From an optimization exercise on the open Yosys and OpenROAD flow, aimed at small area and a short achievable clock period; shortcuts taken in it are not production practice. Where RTL was checked, it was by simulation tests only, not by an equivalence proof against the original.

## amber
Design lab4_2, start of the top module:
module lab4_2( 
              input wire      mode,
              input wire[2:0] opCode,
              input wire[3:0] value,
              input clk,
              input reset,
              output reg[9:0] result,
              output reg cacheFull,
              output reg invalidOp,
              output reg overflow);
Size: ~270 flip-flops, roughly 23 I/O pins, roughly 0.014 mm^2 of cells after synthesis.
clock: 8.0 ns
lec_check: 0
cap_margin: 20
core_margin: 2
core_utilization: 40
setup_slack_margin: 4
slew_margin: 20
run.sh (not shown) runs the stock make flow with config.mk's settings and CLKGATE_MAP_FILE= SYNTH_SCRIPT=/design/flow/synth_recipe.tcl, a recipe that flattens the netlist after the stock synthesis.
The inputs of zinc differ from those of amber as listed below.
- a change of SETUP_SLACK_MARGIN from 4 to 2.5
Findings:
From amber to zinc the numbers moved as follows: share of cell area taken by multi-input logic gates up 0.40 points, number of placed I/O pins flat.
Reported for amber and zinc, initial cell density of the core turned out identical to the last digit.
No run of this note included a check of the RTL's function; only the layout flow was run.


lab4_2, a different RTL version from the one above (not shown whole).
Size in the first run: ~23 I/O pins.
make LEC_CHECK=0 CAP_MARGIN=20 CORE_MARGIN=2 CORE_UTILIZATION=40 CTS_BUF_LIST=sky130_fd_sc_hd__clkbuf_8 CTS_CLUSTER_DIAMETER=100 CTS_CLUSTER_SIZE=14 SETUP_SLACK_MARGIN=4.4 SLEW_MARGIN=20 finish   # period 8.0 ns
The first run passed the timing, DRC and antenna checks.
==> next run, changes <==
- SETUP_SLACK_MARGIN: 4.4 -> 4.1
Outcome:
- The new run went through all stages and came out clean
- synthesized cell count stays the same
- worst hold slack got worse by 0.0046 ns
- routed wire length came out lower by 1.9%
- via count drops by 1.2%
- setup slack degrades by 0.097 ns
- critical path depth went up by 2
No run of this note included a check of the RTL's function; only the layout flow was run.


lab4_2, a different RTL version from the one above (not shown whole).
For scale: ~1,200 cells after synthesis, about 290 flip-flops, about 23 I/O pins, ~14,000 um2 of cells after synthesis.
make LEC_CHECK=0 CAP_MARGIN=20 CORE_MARGIN=2 CORE_UTILIZATION=55 CTS_CLUSTER_DIAMETER=150 CTS_CLUSTER_SIZE=20 SETUP_SLACK_MARGIN=3.5 SLEW_MARGIN=20 finish   # period 8.0 ns
The baseline completed without violations.
Then changed:
- CORE_UTILIZATION: 55 -> 40
The changed run completed without violations.
Cell area is higher by 0.63%.
Clock skew goes up by 0.0068 ns.
Worst setup slack improved by 0.075 ns.
Core utilization went down by 16 points.
Global-route usage falls by 11 points.
Via count decreases by 2.3%.
Critical path depth grows by 5.
Then changed:
==> flow/flow/run.sh (new file) <==
#!/bin/bash
# Standard layout, with the port buffers made from the smallest buffer cell.
set -e
export BUFFER_PORTS_ARGS="-buffer_cell sky130_fd_sc_hd__buf_1"
cat standard.sh > standard_sh_copy.txt
bash standard.sh > standard.log 2>&1
==> flow/standard.sh (new file) <==
#!/bin/bash
# synth_recipe.tcl (not shown) runs the flow's synth.tcl, then flattens the netlist and writes it again
# the make line also repeats each setting of config.mk as NAME=value (left out here)
make -C /OpenROAD-flow-scripts/flow DESIGN_CONFIG=/design/flow/config.mk WORK_HOME=/design/flow/orfs CLKGATE_MAP_FILE= SYNTH_SCRIPT=/design/flow/synth_recipe.tcl "${@:-finish}"
removed: flow/run.sh
Worst setup slack gains 0.012 ns.
Register-to-register slack is about the same.
Final area stays flat.
Die area stays the same.
Sequential share of layout area barely changes.
First-iteration DRC count drops by 5.4%.
No functional check of the RTL was part of any run of this note.


Another version of the RTL of lab4_2 (not shown whole).
Size in the first run: about 1200 cells after synthesis, roughly 270 flip-flops, roughly 23 I/O pins, ~14000 sq um of cells after synthesis.
clock: 8.0 ns
lec_check: 0
cap_margin: 20
core_margin: 2
core_utilization: 40
cts_buf_list: sky130_fd_sc_hd__clkbuf_8
cts_cluster_diameter: 100
cts_cluster_size: 12
setup_slack_margin: 4.4
slew_margin: 20
Stock flow here: none of the scripts above is used.
Then changed:
==> flow/flow/run.sh (new file) <==
#!/bin/bash
# The standard layout (the standard.sh, unchanged synthesis), except that
# the port buffers are sky130_fd_sc_hd__buf_2 cells rather than the delay
# buffer that buffer_ports picks by default. Full tool output goes to
# standard.log here; ORFS's own per-step logs stay under orfs/logs.
set -euo pipefail
export BUFFER_PORTS_ARGS="-buffer_cell sky130_fd_sc_hd__buf_2"
bash standard.sh > standard.log 2>&1
==> flow/standard.sh (new file) <==
#!/bin/bash
# synth_recipe.tcl (not shown) runs the flow's synth.tcl, then flattens the netlist and writes it again
# the make line also repeats each setting of config.mk as NAME=value (left out here)
make -C /OpenROAD-flow-scripts/flow DESIGN_CONFIG=/design/flow/config.mk WORK_HOME=/design/flow/orfs CLKGATE_MAP_FILE= SYNTH_SCRIPT=/design/flow/synth_recipe.tcl "${@:-finish}"
removed: flow/run.sh
=>
- The changed run went through all stages and came out clean
- via count came out lower by 0.58%
- final cell count is about the same
- non-clock buffer count came out higher by 11
Then changed:
Settings changed: SETUP_SLACK_MARGIN 4.4 to 4.1.
Clock-buffer cell count does not change; design area is lower by 2.3%; via count goes down by 1.7%; synthesized cell count stays the same; core utilization fell by 1.0 points; global-route usage is lower by 0.21 points.
Then changed:
==> flow/run.sh (new file) <==
#!/bin/bash
# synth_recipe.tcl (not shown) runs the flow's synth.tcl, then flattens the netlist and writes it again
# the make line also repeats each setting of config.mk as NAME=value (left out here)
make -C /OpenROAD-flow-scripts/flow DESIGN_CONFIG=/design/flow/config.mk WORK_HOME=/design/flow/orfs CLKGATE_MAP_FILE= SYNTH_SCRIPT=/design/flow/synth_recipe.tcl finish
Settings changed: CTS_CLUSTER_SIZE 12 to 14.
removed: flow/flow/run.sh
removed: flow/standard.sh
Result: The changed run completed with no timing, DRC or antenna violations; global-route usage hardly moves; maximum frequency goes down by 0.80%; routed wire length barely changes.
No run of this note included a check of the RTL's function; only the layout flow was run.


Another version of the RTL of lab4_2 (not shown whole).
For scale: ~1200 cells after synthesis, about 270 flip-flops, roughly 23 I/O pins, about 14000 um2 of cells after synthesis.
Settings: LEC_CHECK=0, CAP_MARGIN=20, CORE_MARGIN=2, CORE_UTILIZATION=50, CTS_BUF_LIST=sky130_fd_sc_hd__clkbuf_8, CTS_CLUSTER_DIAMETER=100, CTS_CLUSTER_SIZE=12, SETUP_SLACK_MARGIN=4.4, SLEW_MARGIN=20; clock period 8.0 ns.
standard.sh (not shown) runs the stock make flow with config.mk's settings and CLKGATE_MAP_FILE= SYNTH_SCRIPT=/design/flow/synth_recipe.tcl, a recipe that flattens the netlist after the stock synthesis.
==> flow/flow/run.sh <==
#!/bin/bash
# The standard layout (the standard.sh, unchanged synthesis), except that
# the port buffers are sky130_fd_sc_hd__buf_2 cells rather than the delay
# buffer that buffer_ports picks by default. Full tool output goes to
# standard.log here; ORFS's own per-step logs stay under orfs/logs.
set -euo pipefail
export BUFFER_PORTS_ARGS="-buffer_cell sky130_fd_sc_hd__buf_2"
bash standard.sh > standard.log 2>&1
The starting point completed with no timing, DRC or antenna violations.
Change:
Settings changed: CORE_UTILIZATION 50 to 40, GPL_ROUTABILITY_DRIVEN from default to 0.
Result:
- global-route usage drops by 6.2 points
- flip-flop and latch count stays the same
Change:
Settings changed: GPL_ROUTABILITY_DRIVEN 0 to default, SETUP_SLACK_MARGIN 4.4 to 4.1.
=> Via count drops by 1.0%. Worst hold slack improves by 17 ps. Setup slack gets worse by 30 ps.

==> what the ideal ports hide <==
No port has a modelled driver above. Below, the same layouts with a new extraction and two added sets of constraints.
Step 1 assumes that a clkbuf_16 drives the clock port and a buf_2 every other input.
Step 2, shift: input delay + t, output delay - t, t = (earliest + latest rising clock arrival at the registers) / 2. This alone moves slack from input paths to output paths.
Slacks: ideal ports / drivers / drivers and shift; pairs: ideal ports / drivers.
| run | t (ns) | setup slack, ns | hold slack, ns |
|---|---|---|---|
| amber | 0.587 | 3.413 / 3.413 / 3.413 | 0.476 / 0.476 / 0.476 |
| zinc | 0.574 | 3.051 / 3.051 / 3.051 | 0.496 / 0.496 / 0.496 |
| the first run of note 2 | 0.621 | 4.255 / 4.255 / 3.865 | 0.472 / 0.472 / 0.472 |
| the second run of note 2 | 0.636 | 4.158 / 4.158 / 3.855 | 0.467 / 0.467 / 0.467 |
| the first run of note 3 | 0.558 | 3.609 / 3.609 / 3.162 | 0.498 / 0.498 / 0.498 |
| the second run of note 3 | 0.559 | 3.684 / 3.684 / 3.188 | 0.495 / 0.495 / 0.495 |
| the third run of note 3 | 0.577 | 3.696 / 3.696 / 3.696 | 0.498 / 0.498 / 0.498 |
| the first run of note 4 | 0.651 | 4.006 / 4.006 / 3.785 | 0.472 / 0.472 / 0.472 |
| the second run of note 4 | 0.641 | 3.987 / 3.987 / 3.987 | 0.475 / 0.475 / 0.475 |
| the third run of note 4 | 0.639 | 4.007 / 4.007 / 4.007 | 0.476 / 0.476 / 0.476 |
| the fourth run of note 4 | 0.632 | 3.975 / 3.975 / 3.675 | 0.470 / 0.470 / 0.470 |
| the first run of note 5 | 0.645 | 4.201 / 4.201 / 3.939 | 0.458 / 0.458 / 0.458 |
| the second run of note 5 | 0.665 | 4.195 / 4.195 / 3.846 | 0.491 / 0.491 / 0.491 |
| the third run of note 5 | 0.649 | 4.165 / 4.165 / 3.782 | 0.508 / 0.508 / 0.508 |
After both steps setup and hold are still met in every run listed. For the second run of note 3, which loses most, drivers alone change the setup slack by 0.000 ns; drivers and shift together by -0.496 ns.
